This design comes from an exercise in tuning for small area and a short achievable clock period on the open sky130 flow, not from production work.
Only simulation tests tie the RTL to the original design; equivalence was not proved.
Power figures rest on the tool's default switching activity, not on a simulated workload.

==> flow/design.v (outline; a module is shown in full before it is edited, if it fits) <==
// module my_fir: 2660 lines
// module fa_: 4 lines
// module anb_: 3 lines
// module ha_: 4 lines
// module or2_: 3 lines
// module orn_: 3 lines
// module padd_: 75 lines
// module x2_: 3 lines
// module cpa_: 113 lines
module my_fir
#(parameter F=10)
(
input logic                clk,
input logic                rst,
input logic signed  [15:0] filter_in,
output logic signed [31:0] filter_out
    );
  // ...
==> flow/flow/run.sh <==
#!/bin/bash
# Standard layout, but the port buffers inserted before placement are plain
# buffers (buf_2) instead of the resizer's default delay cell; everything
# else is the standard flow (standard.sh).
export BUFFER_PORTS_ARGS="-buffer_cell sky130_fd_sc_hd__buf_2"
bash standard.sh > standard.log 2>&1
status=$?
cp standard.sh my_standard_copy.sh.txt 2>/dev/null
exit $status
==> flow/standard.sh <==
#!/bin/bash
# synth_recipe.tcl (not shown) runs the flow's synth.tcl, then flattens the netlist and writes it again
# the make line also repeats each setting of config.mk as NAME=value (left out here)
make -C /OpenROAD-flow-scripts/flow DESIGN_CONFIG=/design/flow/config.mk WORK_HOME=/design/flow/orfs CLKGATE_MAP_FILE= SYNTH_SCRIPT=/design/flow/synth_recipe.tcl "${@:-finish}"
==> flow/config.mk <==
export PLATFORM = sky130hd
export DESIGN_NAME = my_fir
export DESIGN_NICKNAME = my_fir
export VERILOG_FILES = /design/flow/design.v
export SDC_FILE = /design/flow/constraint.sdc
export NUM_CORES = 4
export LEC_CHECK = 0
export ABC_CLOCK_PERIOD_IN_PS = 2600
export CAP_MARGIN = 20
export CORE_MARGIN = 2
export CORE_UTILIZATION = 60
export CTS_CLUSTER_DIAMETER = 100
export CTS_CLUSTER_SIZE = 24
export PLACE_DENSITY = 0.75
export SETUP_SLACK_MARGIN = 4.0
export SLEW_MARGIN = 20
export SYNTH_HIERARCHICAL = 1
==> flow/constraint.sdc <==
create_clock -name core_clock -period 6.5 [get_ports {clk}]
set_input_delay 1.3000 -clock core_clock [delete_from_list [all_inputs] [get_ports {clk}]]
set_output_delay 1.3000 -clock core_clock [all_outputs]
set_load 0.01 [all_outputs]
==> reports/metrics.cfg, run 1 <==
[placed_design]
gp_congestion = 0.991
place_ws_ps = 3570
io_buffers = 49
hpwlAfterDp_mm = 75.8
place_inst = 3139

[yosys]
post_synth_fa_ha_maj_area_fraction_pct = 41.9
synth.top_cells.by_area = dfrtp_1, fa_1, dfstp_2
synth_top_family_by_area = adder cells
yosys.cell_count.top_type = fa_1
postSynthCellCount = 2249
synth_mux_area_share_pct = 0
synth_compound_area_share_pct = 2.31
yosys_warnings = 9
synthDistinctLibCells = 45
synthFlopType = dfrtp_1

[timing]
max_freq_mhz = 399
tns_ps = 0
fin_crit_ps = 2510
final_max_slew_viol_count = 0

[detailed_routing]
totalWireLength_mm = 95.0
drtAntennaViolNets = 0
first_pass_iters = 5

[setup_path]
crit_slowest_cell = dfrtp_2
setup.worst_path.end = filter_out[21]
slowest_delay_ps = 460
startpoint = q[21]$_DFF_PP0_

[finish]
syn2layout_area_growth_pct = 7.20
buffer_area_share_pct = 1.15
clkCellAreaFrac_pct = 2.68
multi_input_area_sq_um = 18800

[pwr]
p_total_mw = 22.9
powerDensity_nw_per_um2 = 555
p_seq_share_pct = 36.1
peakVddDrop_mv = 0.256

[floorplanning]
nWellTaps = 846
die-area_sq_um = 66300
die_x_um = 257

[global_routing]
grt_pass1_vias = 21400

[status]
run_status = no timing/DRC/antenna violations

[min_path]
min-delay-start = d[13][14]$_DFF_PP0_

==> module cpa_, before the edit <==
module cpa_ (input logic [41:0] i, output logic [21:0] y);
wire g0_0 = i[41];
wire p0_0 = 1'b0;
wire g1_1 = ~i[0] & 1'b0;
wire p1_1 = ~i[0] ^ 1'b0;
wire g2_2 = ~i[1] & i[24];
wire p2_2 = ~i[1] ^ i[24];
wire g3_3 = ~i[2] & 1'b0;
wire p3_3 = ~i[2] ^ 1'b0;
wire g4_4 = ~i[3] & 1'b0;
wire p4_4 = ~i[3] ^ 1'b0;
wire g5_5 = ~i[4] & i[25];
wire p5_5 = ~i[4] ^ i[25];
wire g6_6 = i[5] & ~i[26];
wire p6_6 = i[5] ^ ~i[26];
wire g7_7 = ~i[6] & i[27];
wire p7_7 = ~i[6] ^ i[27];
wire g8_8 = i[7] & ~i[28];
wire p8_8 = i[7] ^ ~i[28];
wire g9_9 = ~i[8] & i[29];
wire p9_9 = ~i[8] ^ i[29];
wire g10_10 = ~i[9] & i[30];
wire p10_10 = ~i[9] ^ i[30];
wire g11_11 = ~i[10] & 1'b0;
wire p11_11 = ~i[10] ^ 1'b0;
wire g12_12 = i[11] & ~i[31];
wire p12_12 = i[11] ^ ~i[31];
wire g13_13 = i[12] & ~i[32];
wire p13_13 = i[12] ^ ~i[32];
wire g14_14 = ~i[13] & i[33];
wire p14_14 = ~i[13] ^ i[33];
wire g15_15 = ~i[14] & 1'b0;
wire p15_15 = ~i[14] ^ 1'b0;
wire g16_16 = ~i[15] & i[34];
wire p16_16 = ~i[15] ^ i[34];
wire g17_17 = i[16] & ~i[35];
wire p17_17 = i[16] ^ ~i[35];
wire g18_18 = ~i[17] & 1'b0;
wire p18_18 = ~i[17] ^ 1'b0;
wire g19_19 = ~i[18] & i[36];
wire p19_19 = ~i[18] ^ i[36];
wire g20_20 = ~i[19] & i[37];
wire p20_20 = ~i[19] ^ i[37];
wire g21_21 = ~i[20] & 1'b0;
wire p21_21 = ~i[20] ^ 1'b0;
wire g22_22 = ~i[21] & i[38];
wire p22_22 = ~i[21] ^ i[38];
wire g23_23 = i[22] & ~i[39];
wire p23_23 = i[22] ^ ~i[39];
wire g24_24 = ~i[23] & i[40];
wire p24_24 = ~i[23] ^ i[40];
wire g1_0 = g1_1 | (p1_1 & g0_0);
wire g3_2 = g3_3 | (p3_3 & g2_2);
wire p3_2 = p3_3 & p2_2;
wire g5_4 = g5_5 | (p5_5 & g4_4);
wire p5_4 = p5_5 & p4_4;
wire g7_6 = g7_7 | (p7_7 & g6_6);
wire p7_6 = p7_7 & p6_6;
wire g9_8 = g9_9 | (p9_9 & g8_8);
wire p9_8 = p9_9 & p8_8;
wire g11_10 = g11_11 | (p11_11 & g10_10);
wire p11_10 = p11_11 & p10_10;
wire g13_12 = g13_13 | (p13_13 & g12_12);
wire p13_12 = p13_13 & p12_12;
wire g15_14 = g15_15 | (p15_15 & g14_14);
wire p15_14 = p15_15 & p14_14;
wire g17_16 = g17_17 | (p17_17 & g16_16);
wire p17_16 = p17_17 & p16_16;
wire g19_18 = g19_19 | (p19_19 & g18_18);
wire p19_18 = p19_19 & p18_18;
wire g21_20 = g21_21 | (p21_21 & g20_20);
wire p21_20 = p21_21 & p20_20;
wire g23_22 = g23_23 | (p23_23 & g22_22);
wire p23_22 = p23_23 & p22_22;
wire g3_0 = g3_2 | (p3_2 & g1_0);
wire g7_4 = g7_6 | (p7_6 & g5_4);
wire p7_4 = p7_6 & p5_4;
wire g11_8 = g11_10 | (p11_10 & g9_8);
wire p11_8 = p11_10 & p9_8;
wire g15_12 = g15_14 | (p15_14 & g13_12);
wire p15_12 = p15_14 & p13_12;
wire g19_16 = g19_18 | (p19_18 & g17_16);
wire p19_16 = p19_18 & p17_16;
wire g23_20 = g23_22 | (p23_22 & g21_20);
wire p23_20 = p23_22 & p21_20;
wire g7_0 = g7_4 | (p7_4 & g3_0);
wire g15_8 = g15_12 | (p15_12 & g11_8);
wire p15_8 = p15_12 & p11_8;
wire g23_16 = g23_20 | (p23_20 & g19_16);
wire p23_16 = p23_20 & p19_16;
wire g15_0 = g15_8 | (p15_8 & g7_0);
wire g23_0 = g23_16 | (p23_16 & g15_0);
wire g11_0 = g11_8 | (p11_8 & g7_0);
wire g19_0 = g19_16 | (p19_16 & g15_0);
wire g5_0 = g5_4 | (p5_4 & g3_0);
wire g9_0 = g9_8 | (p9_8 & g7_0);
wire g13_0 = g13_12 | (p13_12 & g11_0);
wire g17_0 = g17_16 | (p17_16 & g15_0);
wire g21_0 = g21_20 | (p21_20 & g19_0);
wire g2_0 = g2_2 | (p2_2 & g1_0);
wire g4_0 = g4_4 | (p4_4 & g3_0);
wire g6_0 = g6_6 | (p6_6 & g5_0);
wire g8_0 = g8_8 | (p8_8 & g7_0);
wire g10_0 = g10_10 | (p10_10 & g9_0);
wire g12_0 = g12_12 | (p12_12 & g11_0);
wire g14_0 = g14_14 | (p14_14 & g13_0);
wire g16_0 = g16_16 | (p16_16 & g15_0);
wire g18_0 = g18_18 | (p18_18 & g17_0);
wire g20_0 = g20_20 | (p20_20 & g19_0);
wire g22_0 = g22_22 | (p22_22 & g21_0);
wire g24_0 = g24_24 | (p24_24 & g23_0);
assign y = {p24_24 ^ g23_0, p23_23 ^ g22_0, p22_22 ^ g21_0, p21_21 ^ g20_0, p20_20 ^ g19_0, p19_19 ^ g18_0, p18_18 ^ g17_0, p17_17 ^ g16_0, p16_16 ^ g15_0, p15_15 ^ g14_0, p14_14 ^ g13_0, p13_13 ^ g12_0, p12_12 ^ g11_0, p11_11 ^ g10_0, p10_10 ^ g9_0, p9_9 ^ g8_0, p8_8 ^ g7_0, p7_7 ^ g6_0, p6_6 ^ g5_0, p5_5 ^ g4_0, p4_4 ^ g3_0, p3_3 ^ g2_0};
endmodule
==> run 2: changes to the inputs <==
--- a/flow/design.v
+++ b/flow/design.v
@@ -370,16 +370,17 @@
 logic h_4322;
 logic h_4323;
 logic h_4324;
 logic h_4325;
 logic h_4326;
 logic h_4327;
 logic h_4328;
 logic [21:0] q;
+logic qs;    
 always @(posedge clk, posedge rst)
   if (rst) begin
     for (int i = 0; i < 16; i++) d[i] <= '0;
     pr2 <= 17'd0;
     pr3 <= 17'd0;
     pr4 <= 17'd0;
     pr5 <= 17'd0;
     pr6 <= 17'd0;
@@ -747,18 +748,20 @@
     h_4322 <= 1'b0;
     h_4323 <= 1'b0;
     h_4324 <= 1'b0;
     h_4325 <= 1'b0;
     h_4326 <= 1'b0;
     h_4327 <= 1'b0;
     h_4328 <= 1'b0;
     q <= '0;
+    qs <= 1'b0;
   end else begin
     d[0] <= filter_in;
+    qs <= sdup_;
     for (int i = 1; i < 16; i++) d[i] <= d[i-1];
     pr2 <= pr2_d;
     pr3 <= pr3_d;
     pr4 <= pr4_d;
     pr5 <= pr5_d;
     pr6 <= pr6_d;
     pr7 <= pr7_d;
     r0_2540 <= g692;
@@ -2650,18 +2653,20 @@
 wire s4276, c4277;
 fa_ us4276 (r1_3944, ~r1_3945, c4269, s4276, c4277);
 wire s4280, c4281;
 fa_ us4280 (~r1_3946, r1_3947, r1_3948, s4280, c4281);
 wire s4284, c4285;
 fa_ us4284 (r1_3949, ~r1_3950, c4281, s4284, c4285);
 wire [8:0] lsum_ = {1'b0, ~s4068, ~s4060, ~r1_3860, ~r1_3858, ~r1_3857, ~r1_3855, ~r1_3854, ~r1_3852} + {1'b0, 1'b0, 1'b0, ~r1_3861, ~r1_3859, 1'b0, ~r1_3856, 1'b0, ~r1_3853};
 wire [21:0] acc_;
-cpa_ ucpa_ ({lc_, h_4328, h_4326, h_4324, h_4321, h_4319, h_4316, h_4314, h_4311, h_4309, h_4307, h_4304, h_4302, h_4300, h_4298, h_4296, h_4294, h_4290, h_4327, h_4325, h_4323, h_4322, h_4320, h_4318, h_4317, h_4315, h_4313, h_4312, h_4310, h_4308, h_4306, h_4305, h_4303, h_4301, h_4299, h_4297, h_4295, h_4293, h_4292, h_4291, h_4289, h_4288}, acc_);
-assign filter_out = {{10{q[21]}}, q};
+wire pt_, gt_, sdup_;
+cpa_ ucpa_ ({lc_, h_4328, h_4326, h_4324, h_4321, h_4319, h_4316, h_4314, h_4311, h_4309, h_4307, h_4304, h_4302, h_4300, h_4298, h_4296, h_4294, h_4290, h_4327, h_4325, h_4323, h_4322, h_4320, h_4318, h_4317, h_4315, h_4313, h_4312, h_4310, h_4308, h_4306, h_4305, h_4303, h_4301, h_4299, h_4297, h_4295, h_4293, h_4292, h_4291, h_4289, h_4288}, acc_, pt_, gt_);
+x2_ usdup_ (pt_, gt_, sdup_);
+assign filter_out = {{5{qs}}, {5{q[21]}}, q};
 endmodule
 module fa_ (input logic a, input logic b, input logic c, output logic s, output logic co);
 assign s = a ^ b ^ c;
 assign co = (a & b) | (a & c) | (b & c);
 endmodule
 module anb_ (input logic a, input logic b, output logic y);
 assign y = ~a & b;
 endmodule
@@ -2748,17 +2753,17 @@
 wire p__g12_0 = p__g12_12 | (p__p12_12 & p__g11_0);
 wire p__g14_0 = p__g14_14 | (p__p14_14 & p__g13_0);
 wire p__g16_0 = p__g16_16 | (p__p16_16 & p__g15_0);
 assign p = {p__p16_16 ^ p__g15_0, p__p15_15 ^ p__g14_0, p__p14_14 ^ p__g13_0, p__p13_13 ^ p__g12_0, p__p12_12 ^ p__g11_0, p__p11_11 ^ p__g10_0, p__p10_10 ^ p__g9_0, p__p9_9 ^ p__g8_0, p__p8_8 ^ p__g7_0, p__p7_7 ^ p__g6_0, p__p6_6 ^ p__g5_0, p__p5_5 ^ p__g4_0, p__p4_4 ^ p__g3_0, p__p3_3 ^ p__g2_0, p__p2_2 ^ p__g1_0, p__p1_1 ^ p__g0_0, p__p0_0};
 endmodule
 module x2_ (input logic a, input logic b, output logic y);
 assign y = a ^ b;
 endmodule
-module cpa_ (input logic [41:0] i, output logic [21:0] y);
+module cpa_ (input logic [41:0] i, output logic [21:0] y, output logic pt, output logic gt);
 wire g0_0 = i[41];
 wire p0_0 = 1'b0;
 wire g1_1 = ~i[0] & 1'b0;
 wire p1_1 = ~i[0] ^ 1'b0;
 wire g2_2 = ~i[1] & i[24];
 wire p2_2 = ~i[1] ^ i[24];
 wire g3_3 = ~i[2] & 1'b0;
 wire p3_3 = ~i[2] ^ 1'b0;
@@ -2860,9 +2865,11 @@
 wire g12_0 = g12_12 | (p12_12 & g11_0);
 wire g14_0 = g14_14 | (p14_14 & g13_0);
 wire g16_0 = g16_16 | (p16_16 & g15_0);
 wire g18_0 = g18_18 | (p18_18 & g17_0);
 wire g20_0 = g20_20 | (p20_20 & g19_0);
 wire g22_0 = g22_22 | (p22_22 & g21_0);
 wire g24_0 = g24_24 | (p24_24 & g23_0);
 assign y = {p24_24 ^ g23_0, p23_23 ^ g22_0, p22_22 ^ g21_0, p21_21 ^ g20_0, p20_20 ^ g19_0, p19_19 ^ g18_0, p18_18 ^ g17_0, p17_17 ^ g16_0, p16_16 ^ g15_0, p15_15 ^ g14_0, p14_14 ^ g13_0, p13_13 ^ g12_0, p12_12 ^ g11_0, p11_11 ^ g10_0, p10_10 ^ g9_0, p9_9 ^ g8_0, p8_8 ^ g7_0, p7_7 ^ g6_0, p6_6 ^ g5_0, p5_5 ^ g4_0, p4_4 ^ g3_0, p3_3 ^ g2_0};
+assign pt = p24_24;
+assign gt = g23_0;
 endmodule
==> reports/metrics.cfg, run 2 <==
[finish]
layout.cells.non_filler = 3207
largest_reg_flops = 256
reg.largest.list = d x256, q x22
design_area_sq_um = 41300
n_antenna_cell = 0
syn2layout_area_growth_pct = 7.13  ; about the same
final_nets = 3206
drive_above_1_share_pct = 12.3
final_cell_mix = fa_1, dfrtp_1, inv_1
largest_register = d
final_common_cell = fa_1

[global_routing]
use_met2_pct = 46.2
met3_usage_pct = 8.95
groute.usage.overall_pct = 30.0
antenna_found_initial = 4
grt_pass1_wl_mm = 139
grt_pass1_vias = 21300  ; -0.70%
busiest_layer = met2
gr-total-overflow = 0
grt_max_degree = 181
use_met1_pct = 42.1

[placed_design]
gp_congestion = 0.973  ; -1.8%
placed_area_sq_um = 39900
hpwlAfterDp_mm = 72.9  ; -3.8%
place_ws_ps = 3390  ; -180 ps
io_buffers = 49  ; unchanged
place_inst = 3132  ; -0.22%

[cts]
path_clk_slew_ps = 90
clk-insertion-delay-late_ps = 600
cts_tree = built
cts-root-buf = clkbuf_16
cts_buffers = 38
clock-sinks = 747
htree_levels = 2
clk_path_buf_depth = 3

[timing]
setup_viol = 0
worst_slack_ps = 3990
finClkSkew_ps = 26.8
fin_crit_ps = 2510  ; +2.37 ps
final_max_slew_viol_count = 0  ; unchanged
tightestPinTransition_ps = 912
max_freq_mhz = 398  ; about the same
final.period_utilization_pct = 38.6
relSlewSlack_pct = 39.2
tns_ps = 0  ; unchanged
final_hold_viol_count = 0
rsz0062_at_grt = true

[yosys]
synth.top_cell.area_share_pct = 43.8
synthFlopType = dfrtp_1
synth_top_area_cell = dfrtp_1
yosys.cell_count.top_type = fa_1
postSynthCellCount = 2242  ; -0.31%
ys_ff_latch = 747
synthTopCellsByCount = fa_1, dfrtp_1, inv_1
syn_area_per_cell_sq_um = 17.2
yosys_warnings = 9  ; unchanged
synth.top_cells.by_area = dfrtp_1, fa_1, dfstp_2
synthDistinctLibCells = 43  ; -4.4%
syn-num-nets = 3109
ys_seq_area_share_pct = 48.7
async_reset_ff_share_pct = 100
synth_edf_count = 0
syn_area_sq_um = 38500

[floorplanning]
num_rows = 92
die_h_um = 257
start_util_pct = 60.9
core_area_sq_um = 63300
die_x_um = 257  ; about the same
io_pins = 50
die-area_sq_um = 66300  ; about the same

[min_path]
holdPathStages = 0
hold_path_class = reg2reg

[setup_path]
required_ps = 6980
cp.arrival_ps = 2990
endpoint_kind = flop
cp_max_fo = 8
r2r_cells = 7
path_class = reg2reg
crit_path_start_kind = flop

[detailed_routing]
vias_per_cell = 5.57
drt-wirelength-per-cell_um = 28.8
drt_iter0_drc = 1617
drc_errors = 0
num_vias = 17900
drtAntennaViolNets = 0  ; unchanged
totalWireLength_mm = 92.5  ; -2.7%
first_pass_iters = 5  ; unchanged

[job]
drv_cap = 0

[status]
run_status = no timing/DRC/antenna violations

[pwr]
leakagePower_nw = 18.0
peakVddDrop_mv = 0.375  ; +46%
powerDensity_nw_per_um2 = 550  ; -0.93%
p_total_mw = 22.7  ; -0.97%

## run 2: changes by cell type in the layout (fill, tap and decap cells not counted), moves of 3 or more
cell / delta
nor2_1: -3
dfrtp_2: -13
a21oi_2: +3
buf_12: -3
buf_4: +4
a21o_1: +4
xor2_1: +3
inv_1: -6
dfrtp_1: +15
## run 2: worst paths after layout
check | to | slack, ps | startpoint
min in group asynchronous | h_4309$_DFF_PP0_ | 840 | rst
max | pr7[15]$_DFF_PP0_ | 3990 | d[7][13]$_DFF_PP0_
min reg2reg | h_4328$_DFF_PP0_ | 350 | r1_3955$_DFF_PP0_
min | h_4328$_DFF_PP0_ | 350 | r1_3955$_DFF_PP0_
max in group asynchronous | d[7][1]$_DFF_PP0_ | 4290 | rst
max reg2reg | pr7[15]$_DFF_PP0_ | 3990 | d[7][13]$_DFF_PP0_
## run 2: worst max-delay path, stage by stage, from the launching register on
cell	delay, ps
dfrtp_1	820
ha_1	420
nand2_1	160
nor4_1	70
o21ai_1	180
o211ai_1	160
fa_1	400
xor2_1	170
## run 2: modules after synthesis, one instance, submodules excluded
| module | cells inside | flip-flops and latches | times used | area (sq um) |
|---|---|---|---|---|
| padd_ | 78 | 0 | 6 | 661 |
| orn_ | 1 | 0 | 3 | 6.26 |
| fa_ | 1 | 0 | 680 | 20.0 |
| ha_ | 1 | 0 | 2 | 12.5 |
| anb_ | 1 | 0 | 2 | 13.8 |
| or2_ | 1 | 0 | 28 | 6.26 |
| my_fir | 913 | 747 | 1 | 19500 |
| x2_ | 1 | 0 | 35 | 8.76 |
| cpa_ | 111 | 0 | 1 | 925 |
## run 2: final cells by class
type / count / area (sq um)
Fill cell: 4372 / 22000
Sequential cell: 747 / 18900
Multi-Input combinational cell: 1215 / 18700
Tap cell: 846 / 1060
Clock buffer: 57 / 1050
Inverter: 264 / 995
Timing Repair Buffer: 72 / 480
Clock inverter: 5 / 83.8
Timing Repair inverter: 1 / 5.00
## run 2: cell families (layout without fill, tap and decap cells)
group           Yosys count  count (layout)  synth area share [%]
xor+xnor                 90              90                  2.05
simple gates            141             141                  2.02
fa+ha+maj               849             849                  41.9
compound gates          135             135                  2.43
buf+inv                 280             399                  2.88
flops                   747             747                  48.7
## run 2: power by group
part	switching [mW]	internal (mW)
Clock	1.47	1.19
Sequential	1.49	6.75
Combinational	6.28	5.51
Total	9.25	13.4
## run 2: routing by layer
metal	vias up	share of wire, %
met1	9955	39
met4	6	3.7
li1	7065	-
met5	-	0.038
met2	673	47
met3	178	9.3
## run 2: repair_timing
item / 4_1_cts / 5_1_grt
endpoints found under the setup margin: 89 / 193
gates resized for setup: 46 / 47
hold buffers: 0 / 0
pin swaps: 1 / 4
setup buffers: 3 / 9
cloned: 0 / 1
## run 2: per-stage QoR
step / hold slack, ps / utilization (%)
global placement: 331 / 62.9
detailed placement: 335 / 62.9
floorplan: 331 / -
global route: 363 / 65.2
finish: 348 / 65.2
CTS: 345 / 64.9
==> run 3: changes to the inputs <==
--- a/flow/config.mk
+++ b/flow/config.mk
@@ -12,6 +12,6 @@
 export CTS_CLUSTER_DIAMETER = 100
 export CTS_CLUSTER_SIZE = 24
 export PLACE_DENSITY = 0.75
-export SETUP_SLACK_MARGIN = 4.0
+export SETUP_SLACK_MARGIN = 4.2
 export SLEW_MARGIN = 20
 export SYNTH_HIERARCHICAL = 1
==> reports/metrics.cfg, run 3 <==
[setup_path]
crit_slowest_cell = dfrtp_1
required_ps = 5200  ; -1780 ps
crit_path_cell_trace = buf_2
endpoint_kind = output port
worst-r2r-setup-slack_ps = 4130  ; +140 ps
startpoint = qs$_DFF_PP0_
critPathTopFamily = flip-flops
cp_max_fo = 5  ; -3
slowest_delay_ps = 420  ; -400 ps
path_class = reg2out
cp.arrival_ps = 1170  ; -1820 ps
crit_path_start_kind = flop
rr_startpoint = r1_3934$_DFF_PP0_
critPathBufInv = 1  ; +1

[timing]
tightestPinTransition_ps = 801  ; -111 ps
final_max_slew_viol_count = 0  ; unchanged
max_freq_mhz = 406  ; +1.8%
relSlewSlack_pct = 46.3  ; +7.1 points
fin_crit_ps = 2470  ; -43.9 ps
final_hold_viol_count = 0  ; unchanged
rsz0062_at_grt = true
finClkSkew_ps = 24.5  ; -2.31 ps
final.period_utilization_pct = 37.9  ; -0.68 points
setup_viol = 0  ; unchanged

[floorplanning]
die_h_um = 257  ; unchanged
io_pins = 50  ; unchanged
num_rows = 92  ; unchanged
start_util_pct = 60.9  ; unchanged
die_x_um = 257  ; unchanged
core_area_sq_um = 63300  ; unchanged
die-area_sq_um = 66300  ; unchanged

[yosys]
yosys_warnings = 9  ; unchanged
syn-num-nets = 3109  ; unchanged
synthDistinctLibCells = 43  ; unchanged
postSynthCellCount = 2242  ; unchanged
ys_seq_area_share_pct = 48.7  ; unchanged
synth_edf_count = 0  ; unchanged
synthTopCellsByCount = fa_1, dfrtp_1, inv_1
syn_area_sq_um = 38500  ; unchanged
synth.top_cell.area_share_pct = 43.8  ; unchanged
synth_top_area_cell = dfrtp_1
ys_ff_latch = 747  ; unchanged
synthFlopType = dfrtp_1
syn_area_per_cell_sq_um = 17.2  ; unchanged
synth.top_cells.by_area = dfrtp_1, fa_1, dfstp_2
yosys.cell_count.top_type = fa_1
async_reset_ff_share_pct = 100  ; unchanged

[finish]
final_common_cell = fa_1
design_area_sq_um = 42700  ; +3.5%
final_nets = 3281  ; +2.3%
n_antenna_cell = 0  ; unchanged
largest_reg_flops = 256  ; unchanged
final_cell_mix = fa_1, dfrtp_1, inv_1
layout.cells.non_filler = 3282  ; +2.3%
reg.largest.list = d x256, q x22
syn2layout_area_growth_pct = 10.9
drive_above_1_share_pct = 22.3  ; +10 points
largest_register = d

[placed_design]
placed_area_sq_um = 39900  ; unchanged
gp_congestion = 0.973  ; unchanged
place_inst = 3132  ; unchanged
io_buffers = 49  ; unchanged
hpwlAfterDp_mm = 72.9  ; unchanged

[detailed_routing]
drtAntennaViolNets = 0  ; unchanged
num_vias = 18300  ; +2.6%
first_pass_iters = 4  ; -1
totalWireLength_mm = 95.4  ; +3.1%
drt-wirelength-per-cell_um = 29.1  ; +0.76%
vias_per_cell = 5.59  ; +0.29%
drt_iter0_drc = 1564  ; -3.3%
drc_errors = 0  ; unchanged

[cts]
cts-root-buf = clkbuf_16
cts_tree = built
path_clk_slew_ps = 90  ; about the same
clock-sinks = 747  ; unchanged
cts_buffers = 38  ; unchanged
clk_path_buf_depth = 3  ; unchanged
clk-insertion-delay-late_ps = 600  ; about the same
ctsHoldBuffers = 0  ; unchanged
htree_levels = 2  ; unchanged

[global_routing]
grt_pass1_wl_mm = 141  ; +1.5%
grt_pass1_vias = 21500  ; +1.2%
grt_max_degree = 181  ; unchanged
antenna_found_initial = 5  ; +1
groute.usage.overall_pct = 30.5  ; +0.50 points
gr-total-overflow = 0  ; unchanged

[pwr]
powerDensity_nw_per_um2 = 542  ; -1.5%
peakVddDrop_mv = 0.375  ; about the same
leakagePower_nw = 18.4  ; +2.1%
p_total_mw = 23.2  ; +2.0%

[min_path]
hold_path_class = reg2reg
min-delay-start = r1_3955$_DFF_PP0_

[status]
run_status = no timing/DRC/antenna violations

[job]
drv_cap = 0  ; unchanged

-- run 3: changes by cell type in the layout (fill, tap and decap cells not counted), sizes merged --
cell      delta
clkinvlp     +1
bufbuf       +1
clkbuf       +2
buf         +72
inv          -1
-- run 3: cells by family after synthesis --
family / after synthesis / synth area share [%]
flip-flops: 747 / 48.7
XOR/XNOR: 90 / 2.05
adder cells (fa/ha/maj): 849 / 41.9
AND/OR/NAND/NOR: 141 / 2.02
AO/OA/AOI/OAI: 135 / 2.43
buffers and inverters: 280 / 2.88
-- run 3: per-stage QoR --
stage / hold WS (ps) / util [%] / TNS [ps] / setup slack, ps
2_1_floorplan: 331 / - / -3512260 / -4980
3_5_place_dp: 335 / 62.9 / 0 / 3390
6_report: 348 / 67.5 / 0 / 4030
4_1_cts: 345 / 66.1 / 0 / 3990
5_1_grt: 360 / 67.5 / 0 / 3980
3_3_place_gp: 331 / 62.9 / 0 / 3430
-- run 3: final cells by class --
class,count,area (sq um)
fill,4176,20600
multi-input combinational,1215,19300
sequential,747,19000
timing repair buffer,147,1200
tap,846,1060
clock buffer,57,1050
inverter,264,998
clock inverter,5,83.8
timing repair inverter,1,5.00
-- run 3: per-layer routing --
metal,GRT usage [%],part of all wire (%),wire length (um),vias to the layer above
met4,9.38,3.9,3750,6
met1,42.8,39,37300,10200
li1,-,-,-,7217
met5,0,0.037,35,-
met3,9.28,9.7,9290,187
met2,46.9,47,45000,725
-- run 3: Yosys stat by module (local to each module, per instance) --
module  cells inside  flip-flops and latches
or2_               1                       0
fa_                1                       0
orn_               1                       0
x2_                1                       0
cpa_             111                       0
anb_               1                       0
my_fir           913                     747
padd_             78                       0
ha_                1                       0
-- run 3: final timing paths --
kind	end	cells after the start
min reg2reg	h_4328$_DFF_PP0_	0
max	filter_out[30]	1
max in group asynchronous	d[7][13]$_DFF_PP0_	3
max reg2reg	h_4317$_DFF_PP0_	6
min	h_4328$_DFF_PP0_	0
min in group asynchronous	q[10]$_DFF_PP0_	2
-- run 3: what timing repair did --
| item | in CTS | in global routing |
|---|---|---|
| gates cloned | 1 | 2 |
| setup buffers | 41 | 44 |
| resized for setup | 204 | 130 |
| setup endpoints to repair | 412 | 402 |
| pin swaps | 28 | 57 |
-- run 3: where the power goes --
part	total (mW)	switching (mW)	internal [mW]
logic	12.2	6.44	5.77
clock network	2.67	1.48	1.19
registers	8.27	1.49	6.78
==> run 4: changes to the inputs <==
--- a/flow/config.mk
+++ b/flow/config.mk
@@ -12,6 +12,6 @@
 export CTS_CLUSTER_DIAMETER = 100
 export CTS_CLUSTER_SIZE = 24
 export PLACE_DENSITY = 0.75
-export SETUP_SLACK_MARGIN = 4.2
+export SETUP_SLACK_MARGIN = 4.1
 export SLEW_MARGIN = 20
 export SYNTH_HIERARCHICAL = 1
==> reports/metrics.cfg, run 4 <==
[finish]
largest_register = d
n_fill_cell = 4289  ; +2.7%
final_common_cell = fa_1
n_antenna_cell = 0  ; unchanged
reg.largest.list = d x256, q x22
drive_above_1_share_pct = 16.0  ; -6.3 points
final_nets = 3228  ; -1.6%
postLayoutCoreUtil_pct = 66.0  ; -1.6 points
syn2layout_area_growth_pct = 8.36
final_cell_mix = fa_1, dfrtp_1, inv_1
layout.cells.non_filler = 3229  ; -1.6%
largest_reg_flops = 256  ; unchanged

[detailed_routing]
drt-wirelength-per-cell_um = 28.9  ; -0.67%
totalWireLength_mm = 93.2  ; -2.3%
drtAntennaViolNets = 0  ; unchanged
drc_errors = 0  ; unchanged
first_pass_iters = 4  ; unchanged
vias_per_cell = 5.59  ; about the same
num_vias = 18100  ; -1.6%
drt_iter0_drc = 1539  ; -1.6%

[cts]
htree_levels = 2  ; unchanged
ctsHoldBuffers = 0  ; unchanged
clock-sinks = 747  ; unchanged
path_clk_slew_ps = 90  ; about the same
cts_tree = built
clk-insertion-delay-late_ps = 600  ; about the same
cts-root-buf = clkbuf_16
cts_buffers = 38  ; unchanged
clk_path_buf_depth = 3  ; unchanged

[yosys]
synthDistinctLibCells = 43  ; unchanged
synth_top_area_cell = dfrtp_1
syn_area_per_cell_sq_um = 17.2  ; unchanged
ys_seq_area_share_pct = 48.7  ; unchanged
syn-num-nets = 3109  ; unchanged
yosys_warnings = 9  ; unchanged
synth.top_cells.by_area = dfrtp_1, fa_1, dfstp_2
syn_area_sq_um = 38500  ; unchanged
postSynthCellCount = 2242  ; unchanged
synth.top_cell.area_share_pct = 43.8  ; unchanged
async_reset_ff_share_pct = 100  ; unchanged
synthTopCellsByCount = fa_1, dfrtp_1, inv_1
ys_ff_latch = 747  ; unchanged
yosys.cell_count.top_type = fa_1
synthFlopType = dfrtp_1
synth_edf_count = 0  ; unchanged

[timing]
final.period_utilization_pct = 37.9  ; about the same
max_freq_mhz = 406  ; about the same
setup_viol = 0  ; unchanged
tightestPinTransition_ps = 892  ; +91.2 ps
hold_slack_ps = 348  ; -0.407 ps
fin_crit_ps = 2470  ; -0.510 ps
final_max_slew_viol_count = 0  ; unchanged
worst_slack_ps = 4030  ; +0.510 ps
final_hold_viol_count = 0  ; unchanged
rsz0062_at_grt = true
relSlewSlack_pct = 40.5  ; -5.8 points
finClkSkew_ps = 26.4  ; +1.93 ps

[pwr]
p_total_mw = 22.8  ; -1.5%
powerDensity_nw_per_um2 = 546  ; +0.83%
leakagePower_nw = 18.1  ; -1.5%
peakVddDrop_mv = 0.376  ; +0.22%

[setup_path]
critPathTopFamily = flip-flops
crit_slowest_cell = dfrtp_1
endpoint_kind = output port
worst-r2r-setup-slack_ps = 4100  ; -30 ps
r2r_cells = 3  ; -3
slowest_delay_ps = 420  ; about the same
rr_startpoint = pr7[0]$_DFF_PP0_
crit_path_start_kind = flop
required_ps = 5200  ; about the same
r2r-end = r0_2645$_DFF_PP1_
cp.depth = 1  ; unchanged
setup.worst_path.end = filter_out[30]
path_class = reg2out
crit_path_cell_trace = buf_2
startpoint = qs$_DFF_PP0_
cp_max_fo = 5  ; unchanged
critPathBufInv = 1  ; unchanged
cp.arrival_ps = 1170  ; about the same

[placed_design]
hpwlAfterDp_mm = 72.9  ; unchanged
io_buffers = 49  ; unchanged
place_ws_ps = 3390  ; unchanged
gp_congestion = 0.973  ; unchanged
place_inst = 3132  ; unchanged

[min_path]
hold_path_class = reg2reg
min-delay-start = r1_3955$_DFF_PP0_

[floorplanning]
die-area_sq_um = 66300  ; unchanged
die_x_um = 257  ; unchanged
num_rows = 92  ; unchanged
core_area_sq_um = 63300  ; unchanged
start_util_pct = 60.9  ; unchanged
die_h_um = 257  ; unchanged
io_pins = 50  ; unchanged

[global_routing]
antenna_found_initial = 4  ; -1
gr-total-overflow = 0  ; unchanged
grt_pass1_vias = 21400  ; -0.62%
groute.usage.overall_pct = 30.2  ; -0.32 points
grt_max_degree = 181  ; unchanged
grt_pass1_wl_mm = 140  ; -0.89%

[job]
drv_cap = 0  ; unchanged

[status]
run_status = no timing/DRC/antenna violations

run 4: report_power, final:
part	switching [mW]	internal [mW]
combinational	6.32	5.57
clock	1.48	1.19
sequential	1.49	6.76
total	9.29	13.5
run 4: logic make-up after synthesis:
kind of cell    share of synthesized area, %
flops                                   48.7
fa+ha+maj                               41.9
buf+inv                                 2.88
xor+xnor                                2.05
simple gates                            2.02
compound gates                          2.43
run 4: per-stage QoR:
stage | cell area (sq um) | TNS (ps)
after global routing | 41800 | 0
after global placement | 39900 | 0
final | 41800 | 0
after detailed placement | 39900 | 0
after floorplan | 38500 | -3512260
after CTS | 41300 | 0
run 4: cell type report:
| cell class | instances | area, sq um | area share [%] |
|---|---|---|---|
| clock buffer | 57 | 1050 | 2.52 |
| tap | 846 | 1060 | 2.53 |
| inverter | 264 | 998 | 2.39 |
| sequential | 747 | 18900 | 45.3 |
| clock inverter | 5 | 83.8 | 0.201 |
| timing repair inverter | 1 | 5.00 | 0.0120 |
| timing repair buffer | 94 | 722 | 1.73 |
| multi-input combinational | 1215 | 18900 | 45.3 |
run 4: worst min-delay path by stage:
| stage | end | cells past startpoint |
|---|---|---|
| 4_1_cts | d[14][9]$_DFF_PP0_ | 0 |
| 6_report | h_4328$_DFF_PP0_ | 0 |
| 2_1_floorplan | d[14][0]$_DFF_PP0_ | 0 |
| 3_5_place_dp | d[7][14]$_DFF_PP0_ | 0 |
| 3_3_place_gp | d[7][0]$_DFF_PP0_ | 0 |
| 5_1_grt | d[14][9]$_DFF_PP0_ | 0 |
run 4: routing by layer:
layer	track usage [%]	vias to the layer above	routed length, um	part of all wire [%]
met5	0	-	35	0.038
met4	9.52	6	3650	3.9
met3	9.29	183	8320	8.9
met2	46.4	654	43900	47
met1	42.2	10100	37300	40
li1	-	7104	-	-
run 4: per-module statistics from Yosys, one instance, submodules excluded:
module	flops+latches	cells
my_fir	747	913
cpa_	0	111
padd_	0	78
fa_	0	1
anb_	0	1
ha_	0	1
x2_	0	1
or2_	0	1
orn_	0	1
run 4: repair_timing:
item	CTS	global route
cloned	0	1
pin swaps	5	21
buffers inserted	12	22
resized for setup	109	67
setup endpoints to repair	283	454
==> run 5: changes to the inputs <==
--- a/flow/config.mk
+++ b/flow/config.mk
@@ -9,8 +9,8 @@
 export CAP_MARGIN = 20
 export CORE_MARGIN = 2
 export CORE_UTILIZATION = 60
-export CTS_CLUSTER_DIAMETER = 100
-export CTS_CLUSTER_SIZE = 24
+export CTS_CLUSTER_DIAMETER = 110
+export CTS_CLUSTER_SIZE = 28
 export PLACE_DENSITY = 0.75
 export SETUP_SLACK_MARGIN = 4.1
 export SLEW_MARGIN = 20
==> reports/metrics.cfg, run 5 <==
[status]
run_status = no timing/DRC/antenna violations

[setup_path]
r2r-end = pr4[15]$_DFF_PP0_
cp.depth = 1  ; unchanged
cp_max_fo = 5  ; unchanged
worst-r2r-setup-slack_ps = 4090  ; about the same
crit_slowest_cell = dfrtp_1
critPathTopFamily = flip-flops
crit_path_start_kind = flop
r2r_cells = 7  ; +4
endpoint_kind = output port
cp.arrival_ps = 1200  ; +30 ps
path_class = reg2out
rr_startpoint = d[2][5]$_DFF_PP0_
critPathBufInv = 1  ; unchanged
required_ps = 5200  ; about the same
crit_path_cell_trace = buf_2
slowest_delay_ps = 420  ; about the same

[pwr]
p_clk_share_pct = 10.4  ; -1.3 points
leakagePower_nw = 18.1  ; -0.45%
p_switching_mw = 9.21  ; -0.81%
p_seq_share_pct = 36.7  ; +0.5 points
powerDensity_nw_per_um2 = 540  ; -1.1%
pwr-share-comb_pct = 52.9  ; +0.8 points
switching_share_pct = 41.0  ; +0.26 points
peakVddDrop_mv = 0.283  ; -25%
p_int_mw = 13.3  ; -1.9%

[timing]
tightestPinTransition_ps = 904  ; +11.9 ps
relSlewSlack_pct = 39.7  ; -0.79 points
final.period_utilization_pct = 38.5  ; +0.58 points
final_hold_viol_count = 0  ; unchanged
final_max_slew_viol_count = 0  ; unchanged
finClkSkew_ps = 21.6  ; -4.80 ps
hold_slack_ps = 349  ; +1.13 ps
fin_crit_ps = 2500  ; +37.9 ps
max_freq_mhz = 399  ; -1.5%
rsz0062_at_grt = true
setup_viol = 0  ; unchanged

[floorplanning]
start_util_pct = 60.9  ; unchanged
io_pins = 50  ; unchanged
die_h_um = 257  ; unchanged
num_rows = 92  ; unchanged
die_x_um = 257  ; unchanged
die-area_sq_um = 66300  ; unchanged
core_area_sq_um = 63300  ; unchanged

[detailed_routing]
drt_iter0_drc = 1630  ; +5.9%
num_vias = 18000  ; -0.45%
drc_errors = 0  ; unchanged
vias_per_cell = 5.56  ; -0.51%
totalWireLength_mm = 92.6  ; -0.67%
drtAntennaViolNets = 0  ; unchanged
drt-wirelength-per-cell_um = 28.7  ; -0.73%
first_pass_iters = 5  ; +1

[placed_design]
gp_congestion = 0.973  ; unchanged
hpwlAfterDp_mm = 72.9  ; unchanged
io_buffers = 49  ; unchanged

[yosys]
synth_mux_area_share_pct = 0  ; unchanged
yosys.cell_count.top_type = fa_1
synth_edf_count = 0  ; unchanged
syn-num-nets = 3109  ; unchanged
ys_seq_area_share_pct = 48.7  ; unchanged
synth_simple_gate_area_share_pct = 2.02  ; unchanged
async_reset_ff_share_pct = 100  ; unchanged
post_synth_fa_ha_maj_area_fraction_pct = 41.9  ; unchanged
synthDistinctLibCells = 43  ; unchanged
synth_top_family_by_area = adder cells
postSynthCellCount = 2242  ; unchanged
synth_top_area_cell = dfrtp_1
yosys_warnings = 9  ; unchanged
syn_area_sq_um = 38500  ; unchanged
synthXorXnorAreaFrac_pct = 2.04  ; unchanged
synthFlopType = dfrtp_1
syn_area_per_cell_sq_um = 17.2  ; unchanged
synthTopCellsByCount = fa_1, dfrtp_1, inv_1
synth.top_cells.by_area = dfrtp_1, fa_1, dfstp_2
ys_ff_latch = 747  ; unchanged
synth.top_cell.area_share_pct = 43.8  ; unchanged
synth_compound_area_share_pct = 2.43  ; unchanged

[cts]
htree_levels = 1  ; -1
cts-root-buf = clkbuf_16
path_clk_slew_ps = 110  ; +20 ps
clk_path_buf_depth = 3  ; unchanged
clock-sinks = 747  ; unchanged
cts_buffers = 31  ; -18%
cts_tree = built
clk-insertion-delay-late_ps = 650  ; +50 ps

[finish]
final_nets = 3227  ; -0.031%
reg.largest.list = d x256, q x22
largest_reg_flops = 256  ; unchanged
ff_latch_area_sq_um = 18900  ; about the same
syn2layout_area_growth_pct = 7.96
drive_above_1_share_pct = 16.0  ; about the same
n_fill_cell = 4339  ; +1.2%
final_common_cell = fa_1
largest_register = d
postLayoutCoreUtil_pct = 65.7  ; -0.24 points
multi_input_area_sq_um = 19000  ; +0.27%
final_cell_mix = fa_1, dfrtp_1, inv_1

[global_routing]
gr-total-overflow = 0  ; unchanged
antenna_found_initial = 5  ; +1
grt_max_degree = 181  ; unchanged
grt_pass1_vias = 21200  ; -0.83%
grt_pass1_wl_mm = 139  ; -0.67%
groute.usage.overall_pct = 29.8  ; -0.32 points

[min_path]
holdPathStages = 0  ; unchanged
hold_path_class = reg2reg
holdPathEnd = d[7][9]$_DFF_PP0_
min-delay-start = d[6][9]$_DFF_PP0_

[job]
drv_cap = 0  ; unchanged

==> run 5: cell count changes in the layout (fill, tap and decap cells not counted), sizes merged <==
cell	change
bufinv	-1
clkinv	+2
buf	+6
diode	+1
inv	-2
clkbuf	-4
==> run 5: worst max-delay path by stage <==
stage | from | to | slack (ps)
floorplan | rst | d[0][0]$_DFF_PP0_ | -4980
global placement | rst | pr6[13]$_DFF_PP0_ | 3430
detailed placement | rst | d[3][13]$_DFF_PP0_ | 3390
CTS | qs$_DFF_PP0_ | filter_out[30] | 3950
global route | q[21]$_DFF_PP0_ | filter_out[24] | 3930
finish | qs$_DFF_PP0_ | filter_out[30] | 4000
==> run 5: cell type report <==
class,instances,share of cell area (%)
multi-input cells,1215,45.6
diodes,1,0.00601
well taps,846,2.54
flip-flops and latches,747,45.5
repair inverters,1,0.0120
clock buffers,53,2.06
repair buffers,100,1.78
clock inverters,4,0.120
inverters,264,2.40
==> run 5: kinds of logic after synthesis <==
logic type	count (synthesis)
AOI/OAI and AO/OA	135
xor gates and xnor gates	90
adders and majority gates	849
buffers and inverters	280
DFF	747
and+or+nand+nor	141
==> run 5: power groups by stage <==
stage               clock network, mW  registers [mW]  logic, mW
floorplan                           0            7.78       7.82
global placement                    0            8.26       11.3
detailed placement                  0            8.32       11.8
CTS                              2.41            8.24       12.0
global route                     2.58            8.42       13.6
finish                           2.35            8.24       11.9
==> run 5: metrics by stage <==
stage,setup slack [ps],instances,cell area (sq um),total power [mW],TNS (ps)
after floorplan,-4980,2242,38500,15.6,-3512260
after global placement,3430,3132,39900,19.5,0
after detailed placement,3390,3132,39900,20.2,0
after CTS,3950,3199,41100,22.7,0
after global routing,3930,3230,41600,24.6,0
final,4000,3231,41600,22.5,0
==> run 5: Yosys stat by module (local to each module, per instance) <==
module,flops+latches,cells
my_fir,747,913
cpa_,0,111
padd_,0,78
fa_,0,1
anb_,0,1
ha_,0,1
x2_,0,1
or2_,0,1
orn_,0,1
==> run 5: layer usage <==
layer  global-route usage, %  part of all wire [%]
met5                       0                 0.038
met1                    42.1                    39
met2                    46.0                    47
met3                    8.57                   9.4
met4                    9.22                   3.9
==> run 5: what timing repair did <==
item,CTS,global route
setup endpoints to repair,229,398
gates resized for setup,111,75
hold buffers,0,0
buffers inserted,10,30
pin swaps,9,24
cloned,0,1
==> run 6: changes to the inputs <==
--- a/flow/config.mk
+++ b/flow/config.mk
@@ -8,10 +8,10 @@
 export ABC_CLOCK_PERIOD_IN_PS = 2600
 export CAP_MARGIN = 20
 export CORE_MARGIN = 2
-export CORE_UTILIZATION = 60
-export CTS_CLUSTER_DIAMETER = 110
-export CTS_CLUSTER_SIZE = 28
-export PLACE_DENSITY = 0.75
+export CORE_UTILIZATION = 66
+export CTS_CLUSTER_DIAMETER = 100
+export CTS_CLUSTER_SIZE = 24
+export PLACE_DENSITY = 0.8
 export SETUP_SLACK_MARGIN = 4.1
 export SLEW_MARGIN = 20
 export SYNTH_HIERARCHICAL = 1
==> reports/metrics.cfg, run 6 <==
[status]
run_status = no timing/DRC/antenna violations

[timing]
tns_ps = 0  ; unchanged
rsz0062_at_grt = true
final.period_utilization_pct = 38.0  ; -0.47 points
relSlewSlack_pct = 32.1  ; -7.6 points
max_freq_mhz = 404  ; +1.2%
hold_slack_ps = 335  ; -13.7 ps
tightestPinTransition_ps = 1020  ; +114 ps
setup_viol = 0  ; unchanged
finClkSkew_ps = 27.1  ; +5.45 ps
final_hold_viol_count = 0  ; unchanged
worst_slack_ps = 4030  ; +30.4 ps
fin_crit_ps = 2470  ; -30.4 ps
final_max_slew_viol_count = 0  ; unchanged

[cts]
ctsHoldBuffers = 0  ; unchanged
cts_tree = built
cts_buffers = 38  ; +23%
htree_levels = 2  ; +1
clk_path_buf_depth = 3  ; unchanged
clock-sinks = 747  ; unchanged
cts-root-buf = clkbuf_16
clk-insertion-delay-late_ps = 610  ; -40 ps
path_clk_slew_ps = 110  ; about the same

[yosys]
synth_compound_area_share_pct = 2.43  ; unchanged
syn_area_sq_um = 38500  ; unchanged
synth_mux_area_share_pct = 0  ; unchanged
synth_edf_count = 0  ; unchanged
ys_seq_area_share_pct = 48.7  ; unchanged
synthDistinctLibCells = 43  ; unchanged
synth_simple_gate_area_share_pct = 2.02  ; unchanged
syn-num-nets = 3109  ; unchanged
synth.top_cell.area_share_pct = 43.8  ; unchanged
synthTopCellsByCount = fa_1, dfrtp_1, inv_1
ys_ff_latch = 747  ; unchanged
synth_top_area_cell = dfrtp_1
synthFlopType = dfrtp_1
yosys_warnings = 9  ; unchanged
synth.top_cells.by_area = dfrtp_1, fa_1, dfstp_2
post_synth_fa_ha_maj_area_fraction_pct = 41.9  ; unchanged
synth_top_family_by_area = adder cells
synthXorXnorAreaFrac_pct = 2.04  ; unchanged
async_reset_ff_share_pct = 100  ; unchanged
syn_area_per_cell_sq_um = 17.2  ; unchanged
postSynthCellCount = 2242  ; unchanged
yosys.cell_count.top_type = fa_1

[finish]
n_fill_cell = 3479  ; -20%
final_common_cell = fa_1
largest_reg_flops = 256  ; unchanged
drive_above_1_share_pct = 16.6  ; +0.55 points
syn2layout_area_growth_pct = 8.21
final_cell_mix = fa_1, dfrtp_1, inv_1
reg.largest.list = d x256, q x22
final_nets = 3232  ; +0.15%
largest_register = d

[global_routing]
grt_pass1_vias = 21400  ; +0.84%
groute.usage.overall_pct = 34.2  ; +4.4 points
gr-total-overflow = 0  ; unchanged
grt_pass1_wl_mm = 141  ; +1.1%
grt_max_degree = 169  ; -6.6%
antenna_found_initial = 5  ; unchanged

[pwr]
leakagePower_nw = 18.1  ; +0.46%
peakVddDrop_mv = 0.440  ; +56%
powerDensity_nw_per_um2 = 554  ; +2.5%

[floorplanning]
start_util_pct = 66.8  ; +5.9 points
num_rows = 88  ; -4.3%
io_pins = 50  ; unchanged
die_h_um = 246  ; -4.6%
die-area_sq_um = 60400  ; -9.0%
die_x_um = 246  ; -4.6%
core_area_sq_um = 57700  ; -8.9%

[setup_path]
crit_slowest_cell = dfrtp_2
cp.arrival_ps = 1170  ; -30 ps
r2r_cells = 7  ; unchanged
crit_path_start_kind = flop
cp.depth = 1  ; unchanged
endpoint_kind = output port
crit_path_cell_trace = buf_2
slowest_delay_ps = 440  ; +20 ps
cp_max_fo = 6  ; +1
required_ps = 5200  ; about the same
path_class = reg2out
critPathTopFamily = flip-flops
critPathBufInv = 1  ; unchanged

[detailed_routing]
num_vias = 18300  ; +2.0%
totalWireLength_mm = 95.8  ; +3.4%
drt-wirelength-per-cell_um = 30.4  ; +6.0%
vias_per_cell = 5.82  ; +4.5%
drt_iter0_drc = 1884  ; +16%
drc_errors = 0  ; unchanged
drtAntennaViolNets = 0  ; unchanged
first_pass_iters = 5  ; unchanged

[placed_design]
io_buffers = 49  ; unchanged
gp_congestion = 1.00  ; +2.9%
hpwlAfterDp_mm = 74.3  ; +2.0%
place_ws_ps = 3440  ; +50.3 ps

[min_path]
holdPathStages = 0  ; unchanged
hold_path_class = reg2reg

[job]
drv_cap = 0  ; unchanged

-- run 6: cell counts after synthesis --
No cell type changed its count.
-- run 6: where the power goes --
part           internal (mW)  total (mW)  switching (mW)
logic                   5.66        12.1            6.46
registers               6.77        8.31            1.54
clock network           1.16        2.67            1.51
total                   13.6        23.1            9.50
-- run 6: metrics by stage --
stage	std cells	utilization (%)	power, mW	cell area, sq um
global placement	3052	69.0	19.7	39800
detailed placement	3052	69.0	20.3	39800
floorplan	2242	-	15.6	38500
CTS	3125	71.6	23.1	41300
finish	3152	72.3	23.1	41700
global route	3149	72.3	25.2	41700
-- run 6: logic make-up (layout without fill, tap and decap cells) --
group                    count (synthesis)  in the layout
adder cells (fa/ha/maj)                849            849
flip-flops                             747            747
buffers and inverters                  280            422
AND/OR/NAND/NOR                        141            141
AO/OA/AOI/OAI                          135            135
XOR/XNOR                                90             90
other                                    0              3
-- run 6: layout make-up --
| cell class | instances | area (sq um) | area share [%] |
|---|---|---|---|
| Clock buffer | 51 | 1010 | 2.42 |
| Inverter | 264 | 998 | 2.39 |
| Tap cell | 765 | 957 | 2.29 |
| Antenna cell | 3 | 7.51 | 0.0180 |
| Sequential cell | 747 | 19000 | 45.5 |
| Timing Repair inverter | 1 | 5.00 | 0.0120 |
| Clock inverter | 8 | 113 | 0.270 |
| Multi-Input combinational cell | 1215 | 18900 | 45.3 |
| Timing Repair Buffer | 98 | 772 | 1.85 |
-- run 6: routing by layer --
| layer | part of all wire, % | vias up | global-route usage, % |
|---|---|---|---|
| met5 | 0.013 | - | 0 |
| met4 | 4.7 | 2 | 12.9 |
| met3 | 11 | 229 | 13.4 |
| met2 | 46 | 800 | 50.8 |
| met1 | 38 | 10200 | 46.9 |
| li1 | - | 7105 | - |
-- run 6: path summary, 6_finish.rpt --
check | startpoint | endpoint | slack (ps)
max in group asynchronous | rst | pr5[1]$_DFF_PP0_ | 4320
worst min register to register | d[13][13]$_DFF_PP0_ | d[14][13]$_DFF_PP0_ | 340
worst min-delay path | d[13][13]$_DFF_PP0_ | d[14][13]$_DFF_PP0_ | 340
worst max register to register | d[2][5]$_DFF_PP0_ | pr4[15]$_DFF_PP0_ | 4050
worst max-delay path | q[21]$_DFF_PP0_ | filter_out[26] | 4030
min in group asynchronous | rst | d[0][12]$_DFF_PP0_ | 760
-- run 6: worst register-to-register path, stage by stage, from the launching register on --
cell and delay (ps):
dfrtp_1 410, ha_1 350, a21oi_1 360, nand2_1 200
o21ai_2 230, o211ai_1 170, fa_1 430, xor2_1 180
-- run 6: what timing repair did --
action,in CTS,in global routing
pin swaps,10,17
resized for setup,130,59
setup buffers,13,24
gates cloned,1,0
endpoints found under the setup margin,292,187
-- run 6: Yosys stat by module, one instance, submodules excluded --
module  copies in the design  cells
anb_                       2      1
fa_                      680      1
ha_                        2      1
padd_                      6     78
my_fir                     1    913
cpa_                       1    111
or2_                      28      1
x2_                       35      1
orn_                       3      1

## re-timing with driven ports
No port has a modelled driver above. Below, the same layouts with a new extraction and two added sets of constraints. Step 1: set_driving_cell puts a clkbuf_16 on clk and a buf_2 on each other input, an assumption about the parent block. Step 2 adds t to the input delays and takes it off the output delays; t is the mean of the earliest and latest rising clock arrival at the registers after step 1. Input paths then give back, and output paths get back, about the clock's delay inside the block. Slacks: ideal / step 1 / step 2; pairs: ideal / step 1.
run | shift t [ns] | setup slack, ns | hold slack, ns
run 1 | 0.655 | 3.993 / 3.928 / 3.764 | 0.351 / 0.351 / 0.351
run 2 | 0.645 | 3.990 / 3.965 / 3.683 | 0.348 / 0.348 / 0.348
run 3 | 0.647 | 4.034 / 3.978 / 3.750 | 0.348 / 0.348 / 0.348
run 4 | 0.648 | 4.035 / 3.978 / 3.697 | 0.348 / 0.348 / 0.348
run 5 | 0.697 | 3.997 / 3.937 / 3.653 | 0.349 / 0.349 / 0.349
run 6 | 0.662 | 4.027 / 3.963 / 3.700 | 0.335 / 0.335 / 0.335
After both steps setup and hold are still met in every run listed. The setup slack of run 5, which loses most, moves by -0.060 ns with the drivers and by -0.344 ns with both steps. Setup slack includes reset recovery checks.
